Context: an optimization exercise on an open-source flow, tuned for small area, a short achievable clock period and few clock cycles per item. The choices shown serve that exercise and are no tape-out recipe.
No functional check of the RTL was part of any run shown here.
Power figures rest on the tool's default switching activity, not on a simulated workload.

File: flow/design.v
module seq_multiplier #(
    parameter N = 32
)(
    input  wire clk,
    input  wire rst,
    input  wire start,
    input  wire [N-1:0] multiplicand,
    input  wire [N-1:0] multiplier,
    output wire [2*N-1:0] product,
    output wire busy,
    output wire done
);
  reg busy_q, idle_r, done_r, cpa_r, first_r;
  reg [3:0] cnt;
  reg [31:0] plo;           
  reg [31:0] phi;           
  reg [34:0] s, c;          
  reg [3:0] px, py;         
  reg cf;                   
  reg na, oa, ta, nb, ob, tb;   
  assign busy = busy_q;
  assign done = done_r;
  assign product = {phi, plo};
  wire busy_n = ~rst & (idle_r ? start : ~cpa_r);
  always @(posedge clk) begin
    busy_q  <= busy_n;           
    idle_r  <= ~busy_n;          
    done_r  <= ~rst & ~idle_r & cpa_r;
    cpa_r   <= ~rst & ~idle_r & (cnt == 4'd8);
    cnt     <= idle_r ? 4'd1 : cnt + 4'd1;
    first_r <= idle_r;
  end
  wire m7 = (cnt == 4'd7);                   
  wire [2:0] tra = idle_r ? {multiplier[2:1], 1'b0} : plo[6:4];
  wire [2:0] trb = idle_r ? multiplier[4:2] : {plo[8] & ~m7, plo[7:6]};
  always @(posedge clk) begin
    na <= tra[2];
    oa <= tra[1] ^ tra[0];
    ta <= (tra[2] & ~tra[1] & ~tra[0]) | (~tra[2] & tra[1] & tra[0]);
    nb <= trb[2];
    ob <= trb[1] ^ trb[0];
    tb <= (trb[2] & ~trb[1] & ~trb[0]) | (~trb[2] & trb[1] & trb[0]);
  end
  wire [33:0] mcx = {1'b0, multiplicand, 1'b0};
  wire [32:0] sa, sb;
  genvar k;
  generate
    for (k = 0; k < 33; k = k + 1) begin : g_pp
      assign sa[k] = (oa & mcx[k+1]) | (ta & mcx[k]);
      assign sb[k] = (ob & mcx[k+1]) | (tb & mcx[k]);
    end
  endgenerate
  wire ta34 = first_r ? na : ~na;
  wire ta35 = first_r ? na : 1'b1;
  wire ta36 = first_r & ~na;
  wire [34:0] se = first_r ? ({3'b000, multiplicand} & {35{plo[0]}}) : s;
  wire [34:0] ce = c & {35{~first_r}};
  wire fs1 = ce[1] ^ na ^ se[1];
  wire fc2 = (ce[1] & na) | (ce[1] & se[1]) | (na & se[1]);
  wire pp3 = sa[0] ^ na;
  wire fx6 = ce[2] ^ se[2] ^ na;
  wire fg7 = na ? (ce[2] & se[2]) : (ce[2] | se[2]);
  wire fp8 = na ? (ce[2] | se[2]) : (ce[2] & se[2]);
  wire fs4 = fx6 ^ sa[1];
  wire fc5 = sa[1] ? fg7 : fp8;
  wire fs9 = ce[3] ^ nb ^ se[3];
  wire fc10 = (ce[3] & nb) | (ce[3] & se[3]) | (nb & se[3]);
  wire pp13 = sb[0] ^ nb;
  wire pp14 = sa[2] ^ na;
  wire fs11 = pp13 ^ pp14 ^ fs9;
  wire fc12 = (pp13 & pp14) | (pp13 & fs9) | (pp14 & fs9);
  wire fx17 = ce[4] ^ se[4] ^ nb;
  wire fg18 = nb ? (ce[4] & se[4]) : (ce[4] | se[4]);
  wire fp19 = nb ? (ce[4] | se[4]) : (ce[4] & se[4]);
  wire fs15 = fx17 ^ sb[1];
  wire fc16 = sb[1] ? fg18 : fp19;
  wire pp22 = sa[3] ^ na;
  wire fs20 = pp22 ^ fc10 ^ fs15;
  wire fc21 = (pp22 & fc10) | (pp22 & fs15) | (fc10 & fs15);
  wire fx25 = ce[5] ^ se[5] ^ nb;
  wire fg26 = nb ? (ce[5] & se[5]) : (ce[5] | se[5]);
  wire fp27 = nb ? (ce[5] | se[5]) : (ce[5] & se[5]);
  wire fs23 = fx25 ^ sb[2];
  wire fc24 = sb[2] ? fg26 : fp27;
  wire pp30 = sa[4] ^ na;
  wire fs28 = pp30 ^ fc16 ^ fs23;
  wire fc29 = (pp30 & fc16) | (pp30 & fs23) | (fc16 & fs23);
  wire fx33 = ce[6] ^ se[6] ^ nb;
  wire fg34 = nb ? (ce[6] & se[6]) : (ce[6] | se[6]);
  wire fp35 = nb ? (ce[6] | se[6]) : (ce[6] & se[6]);
  wire fs31 = fx33 ^ sb[3];
  wire fc32 = sb[3] ? fg34 : fp35;
  wire pp38 = sa[5] ^ na;
  wire fs36 = pp38 ^ fc24 ^ fs31;
  wire fc37 = (pp38 & fc24) | (pp38 & fs31) | (fc24 & fs31);
  wire fx41 = ce[7] ^ se[7] ^ nb;
  wire fg42 = nb ? (ce[7] & se[7]) : (ce[7] | se[7]);
  wire fp43 = nb ? (ce[7] | se[7]) : (ce[7] & se[7]);
  wire fs39 = fx41 ^ sb[4];
  wire fc40 = sb[4] ? fg42 : fp43;
  wire pp46 = sa[6] ^ na;
  wire fs44 = pp46 ^ fc32 ^ fs39;
  wire fc45 = (pp46 & fc32) | (pp46 & fs39) | (fc32 & fs39);
  wire fx49 = ce[8] ^ se[8] ^ nb;
  wire fg50 = nb ? (ce[8] & se[8]) : (ce[8] | se[8]);
  wire fp51 = nb ? (ce[8] | se[8]) : (ce[8] & se[8]);
  wire fs47 = fx49 ^ sb[5];
  wire fc48 = sb[5] ? fg50 : fp51;
  wire pp54 = sa[7] ^ na;
  wire fs52 = pp54 ^ fc40 ^ fs47;
  wire fc53 = (pp54 & fc40) | (pp54 & fs47) | (fc40 & fs47);
  wire fx57 = ce[9] ^ se[9] ^ nb;
  wire fg58 = nb ? (ce[9] & se[9]) : (ce[9] | se[9]);
  wire fp59 = nb ? (ce[9] | se[9]) : (ce[9] & se[9]);
  wire fs55 = fx57 ^ sb[6];
  wire fc56 = sb[6] ? fg58 : fp59;
  wire pp62 = sa[8] ^ na;
  wire fs60 = pp62 ^ fc48 ^ fs55;
  wire fc61 = (pp62 & fc48) | (pp62 & fs55) | (fc48 & fs55);
  wire fx65 = ce[10] ^ se[10] ^ nb;
  wire fg66 = nb ? (ce[10] & se[10]) : (ce[10] | se[10]);
  wire fp67 = nb ? (ce[10] | se[10]) : (ce[10] & se[10]);
  wire fs63 = fx65 ^ sb[7];
  wire fc64 = sb[7] ? fg66 : fp67;
  wire pp70 = sa[9] ^ na;
  wire fs68 = pp70 ^ fc56 ^ fs63;
  wire fc69 = (pp70 & fc56) | (pp70 & fs63) | (fc56 & fs63);
  wire fx73 = ce[11] ^ se[11] ^ nb;
  wire fg74 = nb ? (ce[11] & se[11]) : (ce[11] | se[11]);
  wire fp75 = nb ? (ce[11] | se[11]) : (ce[11] & se[11]);
  wire fs71 = fx73 ^ sb[8];
  wire fc72 = sb[8] ? fg74 : fp75;
  wire pp78 = sa[10] ^ na;
  wire fs76 = pp78 ^ fc64 ^ fs71;
  wire fc77 = (pp78 & fc64) | (pp78 & fs71) | (fc64 & fs71);
  wire fx81 = ce[12] ^ se[12] ^ nb;
  wire fg82 = nb ? (ce[12] & se[12]) : (ce[12] | se[12]);
  wire fp83 = nb ? (ce[12] | se[12]) : (ce[12] & se[12]);
  wire fs79 = fx81 ^ sb[9];
  wire fc80 = sb[9] ? fg82 : fp83;
  wire pp86 = sa[11] ^ na;
  wire fs84 = pp86 ^ fc72 ^ fs79;
  wire fc85 = (pp86 & fc72) | (pp86 & fs79) | (fc72 & fs79);
  wire fx89 = ce[13] ^ se[13] ^ nb;
  wire fg90 = nb ? (ce[13] & se[13]) : (ce[13] | se[13]);
  wire fp91 = nb ? (ce[13] | se[13]) : (ce[13] & se[13]);
  wire fs87 = fx89 ^ sb[10];
  wire fc88 = sb[10] ? fg90 : fp91;
  wire pp94 = sa[12] ^ na;
  wire fs92 = pp94 ^ fc80 ^ fs87;
  wire fc93 = (pp94 & fc80) | (pp94 & fs87) | (fc80 & fs87);
  wire fx97 = ce[14] ^ se[14] ^ nb;
  wire fg98 = nb ? (ce[14] & se[14]) : (ce[14] | se[14]);
  wire fp99 = nb ? (ce[14] | se[14]) : (ce[14] & se[14]);
  wire fs95 = fx97 ^ sb[11];
  wire fc96 = sb[11] ? fg98 : fp99;
  wire pp102 = sa[13] ^ na;
  wire fs100 = pp102 ^ fc88 ^ fs95;
  wire fc101 = (pp102 & fc88) | (pp102 & fs95) | (fc88 & fs95);
  wire fx105 = ce[15] ^ se[15] ^ nb;
  wire fg106 = nb ? (ce[15] & se[15]) : (ce[15] | se[15]);
  wire fp107 = nb ? (ce[15] | se[15]) : (ce[15] & se[15]);
  wire fs103 = fx105 ^ sb[12];
  wire fc104 = sb[12] ? fg106 : fp107;
  wire pp110 = sa[14] ^ na;
  wire fs108 = pp110 ^ fc96 ^ fs103;
  wire fc109 = (pp110 & fc96) | (pp110 & fs103) | (fc96 & fs103);
  wire fx113 = ce[16] ^ se[16] ^ nb;
  wire fg114 = nb ? (ce[16] & se[16]) : (ce[16] | se[16]);
  wire fp115 = nb ? (ce[16] | se[16]) : (ce[16] & se[16]);
  wire fs111 = fx113 ^ sb[13];
  wire fc112 = sb[13] ? fg114 : fp115;
  wire pp118 = sa[15] ^ na;
  wire fs116 = pp118 ^ fc104 ^ fs111;
  wire fc117 = (pp118 & fc104) | (pp118 & fs111) | (fc104 & fs111);
  wire fx121 = ce[17] ^ se[17] ^ nb;
  wire fg122 = nb ? (ce[17] & se[17]) : (ce[17] | se[17]);
  wire fp123 = nb ? (ce[17] | se[17]) : (ce[17] & se[17]);
  wire fs119 = fx121 ^ sb[14];
  wire fc120 = sb[14] ? fg122 : fp123;
  wire pp126 = sa[16] ^ na;
  wire fs124 = pp126 ^ fc112 ^ fs119;
  wire fc125 = (pp126 & fc112) | (pp126 & fs119) | (fc112 & fs119);
  wire fx129 = ce[18] ^ se[18] ^ nb;
  wire fg130 = nb ? (ce[18] & se[18]) : (ce[18] | se[18]);
  wire fp131 = nb ? (ce[18] | se[18]) : (ce[18] & se[18]);
  wire fs127 = fx129 ^ sb[15];
  wire fc128 = sb[15] ? fg130 : fp131;
  wire pp134 = sa[17] ^ na;
  wire fs132 = pp134 ^ fc120 ^ fs127;
  wire fc133 = (pp134 & fc120) | (pp134 & fs127) | (fc120 & fs127);
  wire fx137 = ce[19] ^ se[19] ^ nb;
  wire fg138 = nb ? (ce[19] & se[19]) : (ce[19] | se[19]);
  wire fp139 = nb ? (ce[19] | se[19]) : (ce[19] & se[19]);
  wire fs135 = fx137 ^ sb[16];
  wire fc136 = sb[16] ? fg138 : fp139;
  wire pp142 = sa[18] ^ na;
  wire fs140 = pp142 ^ fc128 ^ fs135;
  wire fc141 = (pp142 & fc128) | (pp142 & fs135) | (fc128 & fs135);
  wire fx145 = ce[20] ^ se[20] ^ nb;
  wire fg146 = nb ? (ce[20] & se[20]) : (ce[20] | se[20]);
  wire fp147 = nb ? (ce[20] | se[20]) : (ce[20] & se[20]);
  wire fs143 = fx145 ^ sb[17];
  wire fc144 = sb[17] ? fg146 : fp147;
  wire pp150 = sa[19] ^ na;
  wire fs148 = pp150 ^ fc136 ^ fs143;
  wire fc149 = (pp150 & fc136) | (pp150 & fs143) | (fc136 & fs143);
  wire fx153 = ce[21] ^ se[21] ^ nb;
  wire fg154 = nb ? (ce[21] & se[21]) : (ce[21] | se[21]);
  wire fp155 = nb ? (ce[21] | se[21]) : (ce[21] & se[21]);
  wire fs151 = fx153 ^ sb[18];
  wire fc152 = sb[18] ? fg154 : fp155;
  wire pp158 = sa[20] ^ na;
  wire fs156 = pp158 ^ fc144 ^ fs151;
  wire fc157 = (pp158 & fc144) | (pp158 & fs151) | (fc144 & fs151);
  wire fx161 = ce[22] ^ se[22] ^ nb;
  wire fg162 = nb ? (ce[22] & se[22]) : (ce[22] | se[22]);
  wire fp163 = nb ? (ce[22] | se[22]) : (ce[22] & se[22]);
  wire fs159 = fx161 ^ sb[19];
  wire fc160 = sb[19] ? fg162 : fp163;
  wire pp166 = sa[21] ^ na;
  wire fs164 = pp166 ^ fc152 ^ fs159;
  wire fc165 = (pp166 & fc152) | (pp166 & fs159) | (fc152 & fs159);
  wire fx169 = ce[23] ^ se[23] ^ nb;
  wire fg170 = nb ? (ce[23] & se[23]) : (ce[23] | se[23]);
  wire fp171 = nb ? (ce[23] | se[23]) : (ce[23] & se[23]);
  wire fs167 = fx169 ^ sb[20];
  wire fc168 = sb[20] ? fg170 : fp171;
  wire pp174 = sa[22] ^ na;
  wire fs172 = pp174 ^ fc160 ^ fs167;
  wire fc173 = (pp174 & fc160) | (pp174 & fs167) | (fc160 & fs167);
  wire fx177 = ce[24] ^ se[24] ^ nb;
  wire fg178 = nb ? (ce[24] & se[24]) : (ce[24] | se[24]);
  wire fp179 = nb ? (ce[24] | se[24]) : (ce[24] & se[24]);
  wire fs175 = fx177 ^ sb[21];
  wire fc176 = sb[21] ? fg178 : fp179;
  wire pp182 = sa[23] ^ na;
  wire fs180 = pp182 ^ fc168 ^ fs175;
  wire fc181 = (pp182 & fc168) | (pp182 & fs175) | (fc168 & fs175);
  wire fx185 = ce[25] ^ se[25] ^ nb;
  wire fg186 = nb ? (ce[25] & se[25]) : (ce[25] | se[25]);
  wire fp187 = nb ? (ce[25] | se[25]) : (ce[25] & se[25]);
  wire fs183 = fx185 ^ sb[22];
  wire fc184 = sb[22] ? fg186 : fp187;
  wire pp190 = sa[24] ^ na;
  wire fs188 = pp190 ^ fc176 ^ fs183;
  wire fc189 = (pp190 & fc176) | (pp190 & fs183) | (fc176 & fs183);
  wire fx193 = ce[26] ^ se[26] ^ nb;
  wire fg194 = nb ? (ce[26] & se[26]) : (ce[26] | se[26]);
  wire fp195 = nb ? (ce[26] | se[26]) : (ce[26] & se[26]);
  wire fs191 = fx193 ^ sb[23];
  wire fc192 = sb[23] ? fg194 : fp195;
  wire pp198 = sa[25] ^ na;
  wire fs196 = pp198 ^ fc184 ^ fs191;
  wire fc197 = (pp198 & fc184) | (pp198 & fs191) | (fc184 & fs191);
  wire fx201 = ce[27] ^ se[27] ^ nb;
  wire fg202 = nb ? (ce[27] & se[27]) : (ce[27] | se[27]);
  wire fp203 = nb ? (ce[27] | se[27]) : (ce[27] & se[27]);
  wire fs199 = fx201 ^ sb[24];
  wire fc200 = sb[24] ? fg202 : fp203;
  wire pp206 = sa[26] ^ na;
  wire fs204 = pp206 ^ fc192 ^ fs199;
  wire fc205 = (pp206 & fc192) | (pp206 & fs199) | (fc192 & fs199);
  wire fx209 = ce[28] ^ se[28] ^ nb;
  wire fg210 = nb ? (ce[28] & se[28]) : (ce[28] | se[28]);
  wire fp211 = nb ? (ce[28] | se[28]) : (ce[28] & se[28]);
  wire fs207 = fx209 ^ sb[25];
  wire fc208 = sb[25] ? fg210 : fp211;
  wire pp214 = sa[27] ^ na;
  wire fs212 = pp214 ^ fc200 ^ fs207;
  wire fc213 = (pp214 & fc200) | (pp214 & fs207) | (fc200 & fs207);
  wire fx217 = ce[29] ^ se[29] ^ nb;
  wire fg218 = nb ? (ce[29] & se[29]) : (ce[29] | se[29]);
  wire fp219 = nb ? (ce[29] | se[29]) : (ce[29] & se[29]);
  wire fs215 = fx217 ^ sb[26];
  wire fc216 = sb[26] ? fg218 : fp219;
  wire pp222 = sa[28] ^ na;
  wire fs220 = pp222 ^ fc208 ^ fs215;
  wire fc221 = (pp222 & fc208) | (pp222 & fs215) | (fc208 & fs215);
  wire fx225 = ce[30] ^ se[30] ^ nb;
  wire fg226 = nb ? (ce[30] & se[30]) : (ce[30] | se[30]);
  wire fp227 = nb ? (ce[30] | se[30]) : (ce[30] & se[30]);
  wire fs223 = fx225 ^ sb[27];
  wire fc224 = sb[27] ? fg226 : fp227;
  wire pp230 = sa[29] ^ na;
  wire fs228 = pp230 ^ fc216 ^ fs223;
  wire fc229 = (pp230 & fc216) | (pp230 & fs223) | (fc216 & fs223);
  wire fx233 = ce[31] ^ se[31] ^ nb;
  wire fg234 = nb ? (ce[31] & se[31]) : (ce[31] | se[31]);
  wire fp235 = nb ? (ce[31] | se[31]) : (ce[31] & se[31]);
  wire fs231 = fx233 ^ sb[28];
  wire fc232 = sb[28] ? fg234 : fp235;
  wire pp238 = sa[30] ^ na;
  wire fs236 = pp238 ^ fc224 ^ fs231;
  wire fc237 = (pp238 & fc224) | (pp238 & fs231) | (fc224 & fs231);
  wire fx241 = ce[32] ^ se[32] ^ nb;
  wire fg242 = nb ? (ce[32] & se[32]) : (ce[32] | se[32]);
  wire fp243 = nb ? (ce[32] | se[32]) : (ce[32] & se[32]);
  wire fs239 = fx241 ^ sb[29];
  wire fc240 = sb[29] ? fg242 : fp243;
  wire pp246 = sa[31] ^ na;
  wire fs244 = pp246 ^ fc232 ^ fs239;
  wire fc245 = (pp246 & fc232) | (pp246 & fs239) | (fc232 & fs239);
  wire fx249 = ce[33] ^ se[33] ^ nb;
  wire fg250 = nb ? (ce[33] & se[33]) : (ce[33] | se[33]);
  wire fp251 = nb ? (ce[33] | se[33]) : (ce[33] & se[33]);
  wire fs247 = fx249 ^ sb[30];
  wire fc248 = sb[30] ? fg250 : fp251;
  wire pp254 = sa[32] ^ na;
  wire fs252 = pp254 ^ fc240 ^ fs247;
  wire fc253 = (pp254 & fc240) | (pp254 & fs247) | (fc240 & fs247);
  wire fs255 = ce[34] ^ ta34 ^ se[34];
  wire fc256 = (ce[34] & ta34) | (ce[34] & se[34]) | (ta34 & se[34]);
  wire pp259 = sb[31] ^ nb;
  wire fs257 = pp259 ^ fs255 ^ fc248;
  wire fc258 = (pp259 & fs255) | (pp259 & fc248) | (fs255 & fc248);
  wire pp262 = sb[32] ^ nb;
  wire fs260 = ta35 ^ pp262 ^ fc256;
  wire fc261 = (ta35 & pp262) | (ta35 & fc256) | (pp262 & fc256);
  wire fs263 = ta36 ^ ~nb ^ fc261;
  wire fc264 = (ta36 & ~nb) | (ta36 & fc261) | (~nb & fc261);
  wire [38:0] x = {1'b0, 1'b1, fs263, fs260, fc253, fc245, fc237, fc229, fc221, fc213, fc205, fc197, fc189, fc181, fc173, fc165, fc157, fc149, fc141, fc133, fc125, fc117, fc109, fc101, fc93, fc85, fc77, fc69, fc61, fc53, fc45, fc37, fc29, fc21, fc12, fc5, fc2, pp3, ce[0]};
  wire [38:0] y = {1'b0, fc264, 1'b0, fc258, fs257, fs252, fs244, fs236, fs228, fs220, fs212, fs204, fs196, fs188, fs180, fs172, fs164, fs156, fs148, fs140, fs132, fs124, fs116, fs108, fs100, fs92, fs84, fs76, fs68, fs60, fs52, fs44, fs36, fs28, fs20, fs11, fs4, fs1, se[0]};
  wire [35:0] ap, ag;
  assign ap[0] = px[0] ^ py[0];
  assign ag[0] = px[0] & py[0];
  assign ap[1] = px[1] ^ py[1];
  assign ag[1] = px[1] & py[1];
  assign ap[2] = px[2] ^ py[2];
  assign ag[2] = px[2] & py[2];
  assign ap[3] = px[3] ^ py[3];
  assign ag[3] = px[3] & py[3];
  assign ap[4] = s[0] ^ c[0];
  assign ag[4] = s[0] & c[0];
  assign ap[5] = s[1] ^ c[1];
  assign ag[5] = s[1] & c[1];
  assign ap[6] = s[2] ^ c[2];
  assign ag[6] = s[2] & c[2];
  assign ap[7] = s[3] ^ c[3];
  assign ag[7] = s[3] & c[3];
  assign ap[8] = s[4] ^ c[4];
  assign ag[8] = s[4] & c[4];
  assign ap[9] = s[5] ^ c[5];
  assign ag[9] = s[5] & c[5];
  assign ap[10] = s[6] ^ c[6];
  assign ag[10] = s[6] & c[6];
  assign ap[11] = s[7] ^ c[7];
  assign ag[11] = s[7] & c[7];
  assign ap[12] = s[8] ^ c[8];
  assign ag[12] = s[8] & c[8];
  assign ap[13] = s[9] ^ c[9];
  assign ag[13] = s[9] & c[9];
  assign ap[14] = s[10] ^ c[10];
  assign ag[14] = s[10] & c[10];
  assign ap[15] = s[11] ^ c[11];
  assign ag[15] = s[11] & c[11];
  assign ap[16] = s[12] ^ c[12];
  assign ag[16] = s[12] & c[12];
  assign ap[17] = s[13] ^ c[13];
  assign ag[17] = s[13] & c[13];
  assign ap[18] = s[14] ^ c[14];
  assign ag[18] = s[14] & c[14];
  assign ap[19] = s[15] ^ c[15];
  assign ag[19] = s[15] & c[15];
  assign ap[20] = s[16] ^ c[16];
  assign ag[20] = s[16] & c[16];
  assign ap[21] = s[17] ^ c[17];
  assign ag[21] = s[17] & c[17];
  assign ap[22] = s[18] ^ c[18];
  assign ag[22] = s[18] & c[18];
  assign ap[23] = s[19] ^ c[19];
  assign ag[23] = s[19] & c[19];
  assign ap[24] = s[20] ^ c[20];
  assign ag[24] = s[20] & c[20];
  assign ap[25] = s[21] ^ c[21];
  assign ag[25] = s[21] & c[21];
  assign ap[26] = s[22] ^ c[22];
  assign ag[26] = s[22] & c[22];
  assign ap[27] = s[23] ^ c[23];
  assign ag[27] = s[23] & c[23];
  assign ap[28] = s[24] ^ c[24];
  assign ag[28] = s[24] & c[24];
  assign ap[29] = s[25] ^ c[25];
  assign ag[29] = s[25] & c[25];
  assign ap[30] = s[26] ^ c[26];
  assign ag[30] = s[26] & c[26];
  assign ap[31] = s[27] ^ c[27];
  assign ag[31] = s[27] & c[27];
  assign ap[32] = s[28] ^ c[28];
  assign ag[32] = s[28] & c[28];
  assign ap[33] = s[29] ^ c[29];
  assign ag[33] = s[29] & c[29];
  assign ap[34] = s[30] ^ c[30];
  assign ag[34] = s[30] & c[30];
  assign ap[35] = s[31] ^ c[31];
  assign ag[35] = s[31] & c[31];
  wire kg0_1 = ag[0] | (ap[0] & cf);
  wire kg0_3 = ag[2] | (ap[2] & ag[1]);
  wire kp0_3 = ap[2] & ap[1];
  wire kg0_5 = ag[4] | (ap[4] & ag[3]);
  wire kp0_5 = ap[4] & ap[3];
  wire kg0_7 = ag[6] | (ap[6] & ag[5]);
  wire kp0_7 = ap[6] & ap[5];
  wire kg0_9 = ag[8] | (ap[8] & ag[7]);
  wire kp0_9 = ap[8] & ap[7];
  wire kg0_11 = ag[10] | (ap[10] & ag[9]);
  wire kp0_11 = ap[10] & ap[9];
  wire kg0_13 = ag[12] | (ap[12] & ag[11]);
  wire kp0_13 = ap[12] & ap[11];
  wire kg0_15 = ag[14] | (ap[14] & ag[13]);
  wire kp0_15 = ap[14] & ap[13];
  wire kg0_17 = ag[16] | (ap[16] & ag[15]);
  wire kp0_17 = ap[16] & ap[15];
  wire kg0_19 = ag[18] | (ap[18] & ag[17]);
  wire kp0_19 = ap[18] & ap[17];
  wire kg0_21 = ag[20] | (ap[20] & ag[19]);
  wire kp0_21 = ap[20] & ap[19];
  wire kg0_23 = ag[22] | (ap[22] & ag[21]);
  wire kp0_23 = ap[22] & ap[21];
  wire kg0_25 = ag[24] | (ap[24] & ag[23]);
  wire kp0_25 = ap[24] & ap[23];
  wire kg0_27 = ag[26] | (ap[26] & ag[25]);
  wire kp0_27 = ap[26] & ap[25];
  wire kg0_29 = ag[28] | (ap[28] & ag[27]);
  wire kp0_29 = ap[28] & ap[27];
  wire kg0_31 = ag[30] | (ap[30] & ag[29]);
  wire kp0_31 = ap[30] & ap[29];
  wire kg0_33 = ag[32] | (ap[32] & ag[31]);
  wire kp0_33 = ap[32] & ap[31];
  wire kg0_35 = ag[34] | (ap[34] & ag[33]);
  wire kp0_35 = ap[34] & ap[33];
  wire kg1_2 = ag[1] | (ap[1] & kg0_1);
  wire kp1_2 = ap[1] & 1'b0;
  wire kg1_3 = kg0_3 | (kp0_3 & kg0_1);
  wire kp1_3 = kp0_3 & 1'b0;
  wire kg1_6 = ag[5] | (ap[5] & kg0_5);
  wire kp1_6 = ap[5] & kp0_5;
  wire kg1_7 = kg0_7 | (kp0_7 & kg0_5);
  wire kp1_7 = kp0_7 & kp0_5;
  wire kg1_10 = ag[9] | (ap[9] & kg0_9);
  wire kp1_10 = ap[9] & kp0_9;
  wire kg1_11 = kg0_11 | (kp0_11 & kg0_9);
  wire kp1_11 = kp0_11 & kp0_9;
  wire kg1_14 = ag[13] | (ap[13] & kg0_13);
  wire kp1_14 = ap[13] & kp0_13;
  wire kg1_15 = kg0_15 | (kp0_15 & kg0_13);
  wire kp1_15 = kp0_15 & kp0_13;
  wire kg1_18 = ag[17] | (ap[17] & kg0_17);
  wire kp1_18 = ap[17] & kp0_17;
  wire kg1_19 = kg0_19 | (kp0_19 & kg0_17);
  wire kp1_19 = kp0_19 & kp0_17;
  wire kg1_22 = ag[21] | (ap[21] & kg0_21);
  wire kp1_22 = ap[21] & kp0_21;
  wire kg1_23 = kg0_23 | (kp0_23 & kg0_21);
  wire kp1_23 = kp0_23 & kp0_21;
  wire kg1_26 = ag[25] | (ap[25] & kg0_25);
  wire kp1_26 = ap[25] & kp0_25;
  wire kg1_27 = kg0_27 | (kp0_27 & kg0_25);
  wire kp1_27 = kp0_27 & kp0_25;
  wire kg1_30 = ag[29] | (ap[29] & kg0_29);
  wire kp1_30 = ap[29] & kp0_29;
  wire kg1_31 = kg0_31 | (kp0_31 & kg0_29);
  wire kp1_31 = kp0_31 & kp0_29;
  wire kg1_34 = ag[33] | (ap[33] & kg0_33);
  wire kp1_34 = ap[33] & kp0_33;
  wire kg1_35 = kg0_35 | (kp0_35 & kg0_33);
  wire kp1_35 = kp0_35 & kp0_33;
  wire kg2_4 = ag[3] | (ap[3] & kg1_3);
  wire kp2_4 = ap[3] & kp1_3;
  wire kg2_5 = kg0_5 | (kp0_5 & kg1_3);
  wire kp2_5 = kp0_5 & kp1_3;
  wire kg2_6 = kg1_6 | (kp1_6 & kg1_3);
  wire kp2_6 = kp1_6 & kp1_3;
  wire kg2_7 = kg1_7 | (kp1_7 & kg1_3);
  wire kp2_7 = kp1_7 & kp1_3;
  wire kg2_12 = ag[11] | (ap[11] & kg1_11);
  wire kp2_12 = ap[11] & kp1_11;
  wire kg2_13 = kg0_13 | (kp0_13 & kg1_11);
  wire kp2_13 = kp0_13 & kp1_11;
  wire kg2_14 = kg1_14 | (kp1_14 & kg1_11);
  wire kp2_14 = kp1_14 & kp1_11;
  wire kg2_15 = kg1_15 | (kp1_15 & kg1_11);
  wire kp2_15 = kp1_15 & kp1_11;
  wire kg2_20 = ag[19] | (ap[19] & kg1_19);
  wire kp2_20 = ap[19] & kp1_19;
  wire kg2_21 = kg0_21 | (kp0_21 & kg1_19);
  wire kp2_21 = kp0_21 & kp1_19;
  wire kg2_22 = kg1_22 | (kp1_22 & kg1_19);
  wire kp2_22 = kp1_22 & kp1_19;
  wire kg2_23 = kg1_23 | (kp1_23 & kg1_19);
  wire kp2_23 = kp1_23 & kp1_19;
  wire kg2_28 = ag[27] | (ap[27] & kg1_27);
  wire kp2_28 = ap[27] & kp1_27;
  wire kg2_29 = kg0_29 | (kp0_29 & kg1_27);
  wire kp2_29 = kp0_29 & kp1_27;
  wire kg2_30 = kg1_30 | (kp1_30 & kg1_27);
  wire kp2_30 = kp1_30 & kp1_27;
  wire kg2_31 = kg1_31 | (kp1_31 & kg1_27);
  wire kp2_31 = kp1_31 & kp1_27;
  wire kg2_36 = ag[35] | (ap[35] & kg1_35);
  wire kp2_36 = ap[35] & kp1_35;
  wire kg3_8 = ag[7] | (ap[7] & kg2_7);
  wire kp3_8 = ap[7] & kp2_7;
  wire kg3_9 = kg0_9 | (kp0_9 & kg2_7);
  wire kp3_9 = kp0_9 & kp2_7;
  wire kg3_10 = kg1_10 | (kp1_10 & kg2_7);
  wire kp3_10 = kp1_10 & kp2_7;
  wire kg3_11 = kg1_11 | (kp1_11 & kg2_7);
  wire kp3_11 = kp1_11 & kp2_7;
  wire kg3_12 = kg2_12 | (kp2_12 & kg2_7);
  wire kp3_12 = kp2_12 & kp2_7;
  wire kg3_13 = kg2_13 | (kp2_13 & kg2_7);
  wire kp3_13 = kp2_13 & kp2_7;
  wire kg3_14 = kg2_14 | (kp2_14 & kg2_7);
  wire kp3_14 = kp2_14 & kp2_7;
  wire kg3_15 = kg2_15 | (kp2_15 & kg2_7);
  wire kp3_15 = kp2_15 & kp2_7;
  wire kg3_24 = ag[23] | (ap[23] & kg2_23);
  wire kp3_24 = ap[23] & kp2_23;
  wire kg3_25 = kg0_25 | (kp0_25 & kg2_23);
  wire kp3_25 = kp0_25 & kp2_23;
  wire kg3_26 = kg1_26 | (kp1_26 & kg2_23);
  wire kp3_26 = kp1_26 & kp2_23;
  wire kg3_27 = kg1_27 | (kp1_27 & kg2_23);
  wire kp3_27 = kp1_27 & kp2_23;
  wire kg3_28 = kg2_28 | (kp2_28 & kg2_23);
  wire kp3_28 = kp2_28 & kp2_23;
  wire kg3_29 = kg2_29 | (kp2_29 & kg2_23);
  wire kp3_29 = kp2_29 & kp2_23;
  wire kg3_30 = kg2_30 | (kp2_30 & kg2_23);
  wire kp3_30 = kp2_30 & kp2_23;
  wire kg3_31 = kg2_31 | (kp2_31 & kg2_23);
  wire kp3_31 = kp2_31 & kp2_23;
  wire kg4_16 = ag[15] | (ap[15] & kg3_15);
  wire kp4_16 = ap[15] & kp3_15;
  wire kg4_17 = kg0_17 | (kp0_17 & kg3_15);
  wire kp4_17 = kp0_17 & kp3_15;
  wire kg4_18 = kg1_18 | (kp1_18 & kg3_15);
  wire kp4_18 = kp1_18 & kp3_15;
  wire kg4_19 = kg1_19 | (kp1_19 & kg3_15);
  wire kp4_19 = kp1_19 & kp3_15;
  wire kg4_20 = kg2_20 | (kp2_20 & kg3_15);
  wire kp4_20 = kp2_20 & kp3_15;
  wire kg4_21 = kg2_21 | (kp2_21 & kg3_15);
  wire kp4_21 = kp2_21 & kp3_15;
  wire kg4_22 = kg2_22 | (kp2_22 & kg3_15);
  wire kp4_22 = kp2_22 & kp3_15;
  wire kg4_23 = kg2_23 | (kp2_23 & kg3_15);
  wire kp4_23 = kp2_23 & kp3_15;
  wire kg4_24 = kg3_24 | (kp3_24 & kg3_15);
  wire kp4_24 = kp3_24 & kp3_15;
  wire kg4_25 = kg3_25 | (kp3_25 & kg3_15);
  wire kp4_25 = kp3_25 & kp3_15;
  wire kg4_26 = kg3_26 | (kp3_26 & kg3_15);
  wire kp4_26 = kp3_26 & kp3_15;
  wire kg4_27 = kg3_27 | (kp3_27 & kg3_15);
  wire kp4_27 = kp3_27 & kp3_15;
  wire kg4_28 = kg3_28 | (kp3_28 & kg3_15);
  wire kp4_28 = kp3_28 & kp3_15;
  wire kg4_29 = kg3_29 | (kp3_29 & kg3_15);
  wire kp4_29 = kp3_29 & kp3_15;
  wire kg4_30 = kg3_30 | (kp3_30 & kg3_15);
  wire kp4_30 = kp3_30 & kp3_15;
  wire kg4_31 = kg3_31 | (kp3_31 & kg3_15);
  wire kp4_31 = kp3_31 & kp3_15;
  wire kg5_32 = ag[31] | (ap[31] & kg4_31);
  wire kp5_32 = ap[31] & kp4_31;
  wire kg5_33 = kg0_33 | (kp0_33 & kg4_31);
  wire kp5_33 = kp0_33 & kp4_31;
  wire kg5_34 = kg1_34 | (kp1_34 & kg4_31);
  wire kp5_34 = kp1_34 & kp4_31;
  wire kg5_35 = kg1_35 | (kp1_35 & kg4_31);
  wire kp5_35 = kp1_35 & kp4_31;
  wire kg5_36 = kg2_36 | (kp2_36 & kg4_31);
  wire kp5_36 = kp2_36 & kp4_31;
  wire [35:0] sum;
  assign sum[0] = ap[0] ^ cf;
  assign sum[1] = ap[1] ^ kg0_1;
  assign sum[2] = ap[2] ^ kg1_2;
  assign sum[3] = ap[3] ^ kg1_3;
  assign sum[4] = ap[4] ^ kg2_4;
  assign sum[5] = ap[5] ^ kg2_5;
  assign sum[6] = ap[6] ^ kg2_6;
  assign sum[7] = ap[7] ^ kg2_7;
  assign sum[8] = ap[8] ^ kg3_8;
  assign sum[9] = ap[9] ^ kg3_9;
  assign sum[10] = ap[10] ^ kg3_10;
  assign sum[11] = ap[11] ^ kg3_11;
  assign sum[12] = ap[12] ^ kg3_12;
  assign sum[13] = ap[13] ^ kg3_13;
  assign sum[14] = ap[14] ^ kg3_14;
  assign sum[15] = ap[15] ^ kg3_15;
  assign sum[16] = ap[16] ^ kg4_16;
  assign sum[17] = ap[17] ^ kg4_17;
  assign sum[18] = ap[18] ^ kg4_18;
  assign sum[19] = ap[19] ^ kg4_19;
  assign sum[20] = ap[20] ^ kg4_20;
  assign sum[21] = ap[21] ^ kg4_21;
  assign sum[22] = ap[22] ^ kg4_22;
  assign sum[23] = ap[23] ^ kg4_23;
  assign sum[24] = ap[24] ^ kg4_24;
  assign sum[25] = ap[25] ^ kg4_25;
  assign sum[26] = ap[26] ^ kg4_26;
  assign sum[27] = ap[27] ^ kg4_27;
  assign sum[28] = ap[28] ^ kg4_28;
  assign sum[29] = ap[29] ^ kg4_29;
  assign sum[30] = ap[30] ^ kg4_30;
  assign sum[31] = ap[31] ^ kg4_31;
  assign sum[32] = ap[32] ^ kg5_32;
  assign sum[33] = ap[33] ^ kg5_33;
  assign sum[34] = ap[34] ^ kg5_34;
  assign sum[35] = ap[35] ^ kg5_35;
  wire cy4 = kg2_4;
  always @(posedge clk) begin
    plo <= idle_r ? multiplier : {sum[3:0], plo[31:4]};
    phi <= sum[35:4];
    s   <= x[38:4];
    c   <= y[38:4];
    px  <= idle_r ? 4'd0 : x[3:0];
    py  <= idle_r ? 4'd0 : y[3:0];
    cf  <= ~idle_r & cy4;
  end
endmodule
File: flow/flow/run.sh
#!/bin/bash
# Layout flow: the standard ORFS flow (standard.sh, unchanged synthesis), with the port
# buffers made of sky130_fd_sc_hd__buf_2 instead of the default delay-cell buffers.
# make's full output goes to make_finish.log in the work folder; ORFS keeps each step's log
# under orfs/logs/.
set -euo pipefail
bash standard.sh "BUFFER_PORTS_ARGS=-buffer_cell sky130_fd_sc_hd__buf_2" finish > make_finish.log 2>&1
test -f out/final.def
File: flow/standard.sh
#!/bin/bash
# synth_recipe.tcl (not shown) runs the flow's synth.tcl, then flattens the netlist and writes it again
# the make line also repeats each setting of config.mk as NAME=value (left out here)
make -C /OpenROAD-flow-scripts/flow DESIGN_CONFIG=/design/flow/config.mk WORK_HOME=/design/flow/orfs CLKGATE_MAP_FILE= SYNTH_SCRIPT=/design/flow/synth_recipe.tcl "${@:-finish}"
File: flow/config.mk
export PLATFORM = sky130hd
export DESIGN_NAME = seq_multiplier
export DESIGN_NICKNAME = seq_multiplier
export VERILOG_FILES = /design/flow/design.v
export SDC_FILE = /design/flow/constraint.sdc
export NUM_CORES = 4
export LEC_CHECK = 0
export CAP_MARGIN = 20
export CORE_MARGIN = 2
export CORE_UTILIZATION = 40
export SETUP_SLACK_MARGIN = 2.6
export SLEW_MARGIN = 20
export TNS_END_PERCENT = 10
File: flow/constraint.sdc
create_clock -name core_clock -period 4.5 [get_ports {clk}]
set_input_delay 0.9000 -clock core_clock [delete_from_list [all_inputs] [get_ports {clk}]]
set_output_delay 0.9000 -clock core_clock [all_outputs]
set_load 0.01 [all_outputs]
==> out/metrics.cfg, run 1 <==
[pwr]
p_leak_nw = 5.47
p_int_mw = 4.64
swShare_pct = 41.5
p_sw_mw = 3.29
power_frac_seq_pct = 29.2
p_comb_share_pct = 51.8
clkPwrFrac_pct = 19.0
ir_drop_mv = 0.285
power_density_nw_per_um2 = 686

[timing]
finalSetupViolations = 0
setup_slack_ps = 2080
fmax_mhz = 413
worst_pin_slew_ps = 634
finalMaxSlewViolations = 0
max_slew_margin_pct = 57.7
min_period_ps = 2420
tns_ps = 0
clock_skew_ps = 14.5
layout_worst_path_cycle_share_pct = 53.8
grt_setup_unrepaired = true
hold_viol = 0

[logic_synthesis]
synth-compound-area-share_pct = 13.9
synth_cell_types = 49
yosys.cell_count.top_type = dfxtp_1
synth_flop_cell = dfxtp_1
async_flop_share_pct = 0
synth_cells = 983
synth.ff_latch_count = 153
yosysWarnings = 1
synth_area_um2 = 9330
netlist_top_cells_area = dfxtp_1 33%, ha_1 13%, fa_1 8.8%
synth_mux_area_share_pct = 3.58
synth_top_area_share_pct = 32.8
syn_area_per_cell_um2 = 9.49
synth_common_cells = 153 x dfxtp_1, 123 x inv_1, 98 x ha_1
synth-simple-area-share_pct = 9.36
synth_top_family_by_area = adder cells
syn_nets = 1189
yosysSeqAreaShare_pct = 32.8
yosys.area_share.adder_pct = 21.9
synth_edf_count = 0
yosys.area.top_type = dfxtp_1
synth_xor_area_share_pct = 11.8

[global_routing]
grt_pass1_vias = 7176
antenna_found_initial = 2
grt_first_pass_wirelength_um = 35800
grt.overflow.total = 0
track_usage_pct = 18.7
grt_max_degree = 71

[hold_path]
hold_path.class = reg2reg
hold_path.startpoint = cnt[0]$_SDFF_PP1_

[place]
finalWeightedCongestion = 0.797
portBuffers = 132
dp_worst_setup_slack_ps = 1950
place_hpwl_um = 15700

[routing]
ant_nets = 0
viasPerCell = 4.86
firstDrtPassIters = 5
routed_wirelength_um = 22200
avgRoutedWirePerCell_um = 15.3
drc_errors = 0
vias = 7059
drt_iter0_drc = 321

[layout]
nFillCells = 2132
multi_input_comb_area_um2 = 6000
final_core_util_pct = 50.8
syn2layout_area_growth_pct = 24.0
drive_above_1_share_pct = 26.0
fin_nets = 1329
ff_latch_area_um2 = 3090

[cts]
numCtsBuffers = 17
root_buffer = clkbuf_16
tritoncts = done
cts.clk_slew.worst_paths_ps = 80
clk_latency_ps = 440
h-tree-depth = 4
cts.sinks = 153
cts_buffer_depth = 2

[floorplan]
rows = 55
die_h_um = 157
dieArea_um2 = 24600
io_pins = 133
die_w_um = 157
core_area_um2 = 22800
start_util_pct = 40.9

[flow_run]
cap_violations = 0

[worst_setup_path]
cp_data_required_time_ps = 4850
crit_path_max_fanout = 3
cp-end-kind = flop
r2r-start = s[1]$_DFF_P_
crit_start = s[1]$_DFF_P_
criticalPathCategory = reg2reg
cp-start-kind = flop
cp_data_arrival_time_ps = 2770

[status]
status = timing/DRC/antenna clean

-- cells by family (layout without fill, tap and decap cells) --
group / count (synthesis) / count (layout)
AOI/OAI and AO/OA: 188 / 188
and+or+nand+nor: 186 / 186
buffers and inverters: 161 / 314
DFF: 153 / 153
adders and majority gates: 139 / 139
xor gates and xnor gates: 126 / 126
muxes: 30 / 30
other: 0 / 3
-- sequential cells by signal, summed over array words and instances (netlist names), 4 cells and up --
register	flops
c	33
s	33
phi	32
plo	32
cnt	4
px	4
py	4
-- area by class of cell --
class,count,area share (%)
clock inverters,15,1.79
well taps,313,3.39
clock buffers,17,3.68
diodes,3,0.0649
multi-input cells,669,51.9
repair buffers,159,8.48
inverters,123,3.99
flip-flops and latches,153,26.7
-- power by group through the flow --
stage / logic (mW) / clock network [mW] / registers, mW
floorplan: 2.73 / 0 / 2.27
global route: 4.71 / 1.61 / 2.37
CTS: 3.89 / 1.54 / 2.30
global placement: 3.65 / 0 / 2.30
finish: 4.11 / 1.51 / 2.31
detailed placement: 3.71 / 0 / 2.29
-- layer usage --
layer  track usage (%)  part of all wire (%)  up-vias
li1                  -                     -     3517
met1              23.9                    45     3369
met2              31.7                    49      149
met3              3.57                   4.2       24
met4              6.07                   1.6        0
met5                 0                     0        -
-- worst max-delay path: stages, from the launching register on --
cell and delay, ps:
dfxtp_2 360, ha_4 280, nand4_1 180, nor3_4 290
o21ai_4 130, a2111oi_4 430, nor2_2 100, fa_2 540
inv_2 30
-- per-stage QoR --
step,std cells,instance area [um2],hold slack [ps],power (mW)
2_1_floorplan,983,9400,341,5.00
3_3_place_gp,1398,10400,419,5.95
3_5_place_dp,1398,10400,423,6.00
4_1_cts,1439,11400,443,7.73
5_1_grt,1450,11600,461,8.69
6_report,1452,11600,439,7.93
-- path summary, 6_finish.rpt --
kind / to / slack, ps / cells after the start
min: cnt[0]$_SDFF_PP1_ / 440 / 1
max reg2reg: phi[27]$_DFF_P_ / 2080 / 8
max: phi[27]$_DFF_P_ / 2080 / 8
min reg2reg: cnt[0]$_SDFF_PP1_ / 440 / 1
-- what timing repair did --
action,in CTS,in global routing
hold buffers,0,0
gates cloned,3,0
setup endpoints to repair,97,104
gates resized for setup,52,26
pin swaps,23,19
setup buffers,6,10
-- placed cells by master (no fill, tap or decap), types with 44 or more instances in the layout --
cell and count:
buf_2 132, a21oi_1 44, xnor2_1 85, nor2_1 57, dfxtp_1 138, a22oi_1 57, inv_1 122, ha_1 85
nand2_1 48
==> run 2, diff against run 1 <==
--- a/flow/design.v
+++ b/flow/design.v
@@ -17,7 +17,8 @@
   reg [34:0] s, c;          
   reg [3:0] px, py;         
   reg cf;                   
-  reg na, oa, ta, nb, ob, tb;   
+  reg nan, oa, ta, nb, ob, tb;   
+  wire na = ~nan;              
   assign busy = busy_q;
   assign done = done_r;
   assign product = {phi, plo};
@@ -34,7 +35,7 @@
   wire [2:0] tra = idle_r ? {multiplier[2:1], 1'b0} : plo[6:4];
   wire [2:0] trb = idle_r ? multiplier[4:2] : {plo[8] & ~m7, plo[7:6]};
   always @(posedge clk) begin
-    na <= tra[2];
+    nan <= ~tra[2];
     oa <= tra[1] ^ tra[0];
     ta <= (tra[2] & ~tra[1] & ~tra[0]) | (~tra[2] & tra[1] & tra[0]);
     nb <= trb[2];
==> flow/flow/run.sh (replaced) <==
#!/bin/bash
# Layout flow: the standard ORFS flow (standard.sh, unchanged synthesis), with
#  - port buffers made of sky130_fd_sc_hd__buf_2 instead of the default delay-cell buffers;
#  - clock tree synthesis without dummy load cells, with larger sink clusters.
# make's full output goes to make_finish.log in the work folder; ORFS keeps each step's log
# under orfs/logs/.
set -euo pipefail
CTS="-sink_clustering_enable -repair_clock_nets -dont_use_dummy_load -sink_clustering_size 30 -buf_list sky130_fd_sc_hd__clkbuf_16"
bash standard.sh "BUFFER_PORTS_ARGS=-buffer_cell sky130_fd_sc_hd__buf_2" "CTS_ARGS=$CTS" finish > make_finish.log 2>&1
test -f out/final.def
==> run 2 against run 1 <==
Against the previous run:
- count of clock-buffer cells in the layout unchanged
- still clean on timing, DRC and antenna
- sequential cell count up 1
- total power down 1.3%
- synthesized cell count down 0.41%
- design area unchanged
- first-iteration DRC count up 13%
- critical endpoint is now phi[28]$_DFF_P_
==> out/metrics.cfg, run 2 <==
[status]
status = timing/DRC/antenna clean

[routing]
drc_errors = 0  ; unchanged
routed_wirelength_um = 22600  ; +1.8%
drt_iter0_drc = 363  ; +13%
avgRoutedWirePerCell_um = 15.6  ; +2.1%
viasPerCell = 4.89  ; +0.60%
vias = 7077  ; +0.25%
firstDrtPassIters = 4  ; -1
ant_nets = 0  ; unchanged

[layout]
syn2layout_area_growth_pct = 23.1
layout_common_cells = 132 x buf_2, 125 x dfxtp_1, 118 x inv_1, 84 x xnor2_1, 78 x ha_1
ff_latch_area_um2 = 3130  ; +1.2%
drive_above_1_share_pct = 27.0  ; +1.0 points
reg_top3 = c (33), s (33)
nFillCells = 2190  ; +2.7%
multi_input_comb_area_um2 = 6140  ; +2.3%
layout.cells.non_filler = 1447  ; -0.34%
fin_nets = 1334  ; +0.38%
final_common_cell = buf_2

[logic_synthesis]
synth_edf_count = 0  ; unchanged
yosysWarnings = 1  ; unchanged
syn_nets = 1185  ; -0.34%
synth_top_area_share_pct = 32.8  ; about the same
async_flop_share_pct = 0  ; unchanged
netlist_top_cells_area = dfxtp_1 33%, ha_1 13%, fa_1 8.7%
syn_area_per_cell_um2 = 9.59  ; +1.1%
synth_common_cells = 154 x dfxtp_1, 119 x inv_1, 98 x ha_1
yosysSeqAreaShare_pct = 32.8  ; about the same
synth_cells = 979  ; -0.41%
synth_flop_cell = dfxtp_1
synth.ff_latch_count = 154  ; +0.65%
synth_area_um2 = 9390  ; +0.67%
yosys.area.top_type = dfxtp_1
yosys.cell_count.top_type = dfxtp_1
synth_cell_types = 53  ; +8.2%

[floorplan]
start_util_pct = 40.4  ; -0.58 points
dieArea_um2 = 24700  ; +0.65%
core_area_um2 = 23300  ; +2.1%
rows = 56  ; +1.8%
die_h_um = 157  ; +0.33%
io_pins = 133  ; unchanged
die_w_um = 157  ; +0.33%

[pwr]
p_leak_nw = 5.44  ; -0.47%
ir_drop_mv = 0.249  ; -13%
swShare_pct = 40.1  ; -1.4 points
power_frac_seq_pct = 29.9  ; +0.7 points
p_int_mw = 4.69  ; +1.1%
p_comb_share_pct = 55.2  ; +3.4 points
power_density_nw_per_um2 = 677  ; -1.3%
clkPwrFrac_pct = 14.9  ; -4.1 points
p_sw_mw = 3.14  ; -4.6%

[place]
portBuffers = 132  ; unchanged
finalWeightedCongestion = 0.777  ; -2.5%
place_hpwl_um = 16000  ; +2.0%
place_inst = 1402  ; +0.29%

[cts]
postCtsHoldBufs = 0  ; unchanged
numCtsBuffers = 17  ; unchanged
cts_buffer_depth = 2  ; unchanged
clk_latency_ps = 440  ; about the same
h-tree-depth = 4  ; unchanged
cts.sinks = 154  ; +0.65%
tritoncts = done
cts.clk_slew.worst_paths_ps = 60  ; -20 ps
root_buffer = clkbuf_16

[worst_setup_path]
critical_path.top_delay_family = simple AND/OR/NAND/NOR gates
cp-start-kind = flop
cp_common_cell = nor2_2
critPathMaxStageDelay_ps = 550  ; about the same
crit_path_max_fanout = 6  ; +3
cp-end-kind = flop
criticalPathCategory = reg2reg
cp_data_arrival_time_ps = 2800  ; +30 ps
slowest_stage = or4b_4
cp_data_required_time_ps = 4810  ; -40 ps
crit_chain = ha_4, nand4_1, nor2_2, or4b_4, a21oi_4, or2_4, nor2_2, fa_1, xnor2_1
path_buf_inv = 0  ; -1

[timing]
hold_viol = 0  ; unchanged
min_period_ps = 2490  ; +70.6 ps
fmax_mhz = 402  ; -2.8%
worst_pin_slew_ps = 595  ; -39.5 ps
grt_setup_unrepaired = true
finalSetupViolations = 0  ; unchanged
tns_ps = 0  ; unchanged
layout_worst_path_cycle_share_pct = 55.3  ; +1.6 points
max_slew_margin_pct = 60.4  ; +2.6 points
finalMaxSlewViolations = 0  ; unchanged
clock_skew_ps = 36.3  ; +21.8 ps

[global_routing]
grt.overflow.total = 0  ; unchanged
grt_max_degree = 70  ; -1.4%
grt_pass1_vias = 7240  ; +0.89%
antenna_found_initial = 2  ; unchanged
grt_first_pass_wirelength_um = 36300  ; +1.4%
track_usage_pct = 18.8  ; +0.11 points

[flow_run]
cap_violations = 0  ; unchanged

[hold_path]
hold_path.class = reg2reg

## run 2: worst register-to-register path: stages (launching register included)
cell and delay (ps):
dfxtp_2 340, ha_4 290, nand4_1 160, nor2_2 190
or4b_4 550, a21oi_4 160, or2_4 140, nor2_2 40
fa_1 370, xnor2_1 130
## run 2: power groups by stage
stage	Combinational (mW)	Sequential (mW)	Clock, mW
after floorplan	2.89	2.33	0
after global placement	3.91	2.35	0
after detailed placement	3.94	2.34	0
after CTS	4.19	2.33	1.21
after global routing	4.88	2.40	1.26
final	4.32	2.34	1.17
## run 2: metal layers
layer | track usage (%) | part of all wire [%] | vias up
met5 | 0 | 0 | -
met4 | 5.97 | 2.2 | 0
met3 | 5.15 | 5.9 | 30
met2 | 30.2 | 46 | 178
met1 | 24.5 | 46 | 3353
li1 | - | - | 3516
## run 2: cell families after synthesis
logic type / share of synthesized area, %
adder cells (fa/ha/maj): 21.8
multiplexers: 3.42
AO/OA/AOI/OAI: 13.9
buffers and inverters: 6.24
AND/OR/NAND/NOR: 9.91
XOR/XNOR: 11.8
flip-flops: 32.8
## run 2: timing repair
action,CTS,global route
setup buffers,17,8
gates resized for setup,53,23
endpoints found under the setup margin,98,90
pin swaps,30,9
cloned,1,0
## run 2: path summary, 6_finish.rpt
path	to	slack [ps]	start	cells past startpoint
hold reg to reg	cnt[0]$_SDFF_PP1_	430	cnt[0]$_SDFF_PP1_	1
setup / recovery	phi[28]$_DFF_P_	2010	s[12]$_DFF_P_	9
setup reg to reg	phi[28]$_DFF_P_	2010	s[12]$_DFF_P_	9
hold / removal	cnt[0]$_SDFF_PP1_	430	cnt[0]$_SDFF_PP1_	1
## run 2: area by class of cell
| type | count | area share (%) |
|---|---|---|
| clock buffer | 17 | 3.68 |
| antenna | 2 | 0.0433 |
| inverter | 120 | 3.92 |
| timing repair buffer | 166 | 8.79 |
| multi-input combinational | 669 | 53.1 |
| sequential | 154 | 27.0 |
| tap | 319 | 3.45 |
## run 2: per-stage QoR
step	worst slack, ps	power (mW)	utilization (%)	hold slack (ps)	area (um2)
after floorplan	2140	5.22	-	341	9610
after global routing	1930	8.54	49.7	461	11600
final	2010	7.83	49.7	431	11600
after detailed placement	1820	6.29	45.5	421	10600
after global placement	1830	6.26	45.5	422	10600
after CTS	2000	7.73	49.0	437	11400

[port drivers added, routing unchanged]
No port has a modelled driver above. Below, the same layouts with a new extraction and two added sets of constraints.
Step 1: set_driving_cell puts a clkbuf_16 on clk and a buf_2 on each other input, an assumption about the parent block.
Step 2 also shifts input and output timing later by t, the mid clock arrival at the registers, as if the neighbouring blocks saw the same clock.
Slacks: no drivers / after step 1 / after step 2; pairs: no drivers / after step 1.
run | t (ns) | setup slack, ns | hold WS [ns] | slew at the worst register clock pin (ns) | cell pins on the clock port's net
run 1 | 0.480 | 2.081 / 2.062 / 2.043 | 0.439 / 0.439 / 0.439 | 0.08 / 0.08 | 1
run 2 | 0.471 | 2.010 / 2.010 / 1.992 | 0.431 / 0.431 / 0.431 | 0.08 / 0.08 | 1
After both steps setup and hold are still met in every run listed. For run 1, which loses most, drivers alone change the setup slack by -0.019 ns; drivers and shift together by -0.038 ns.
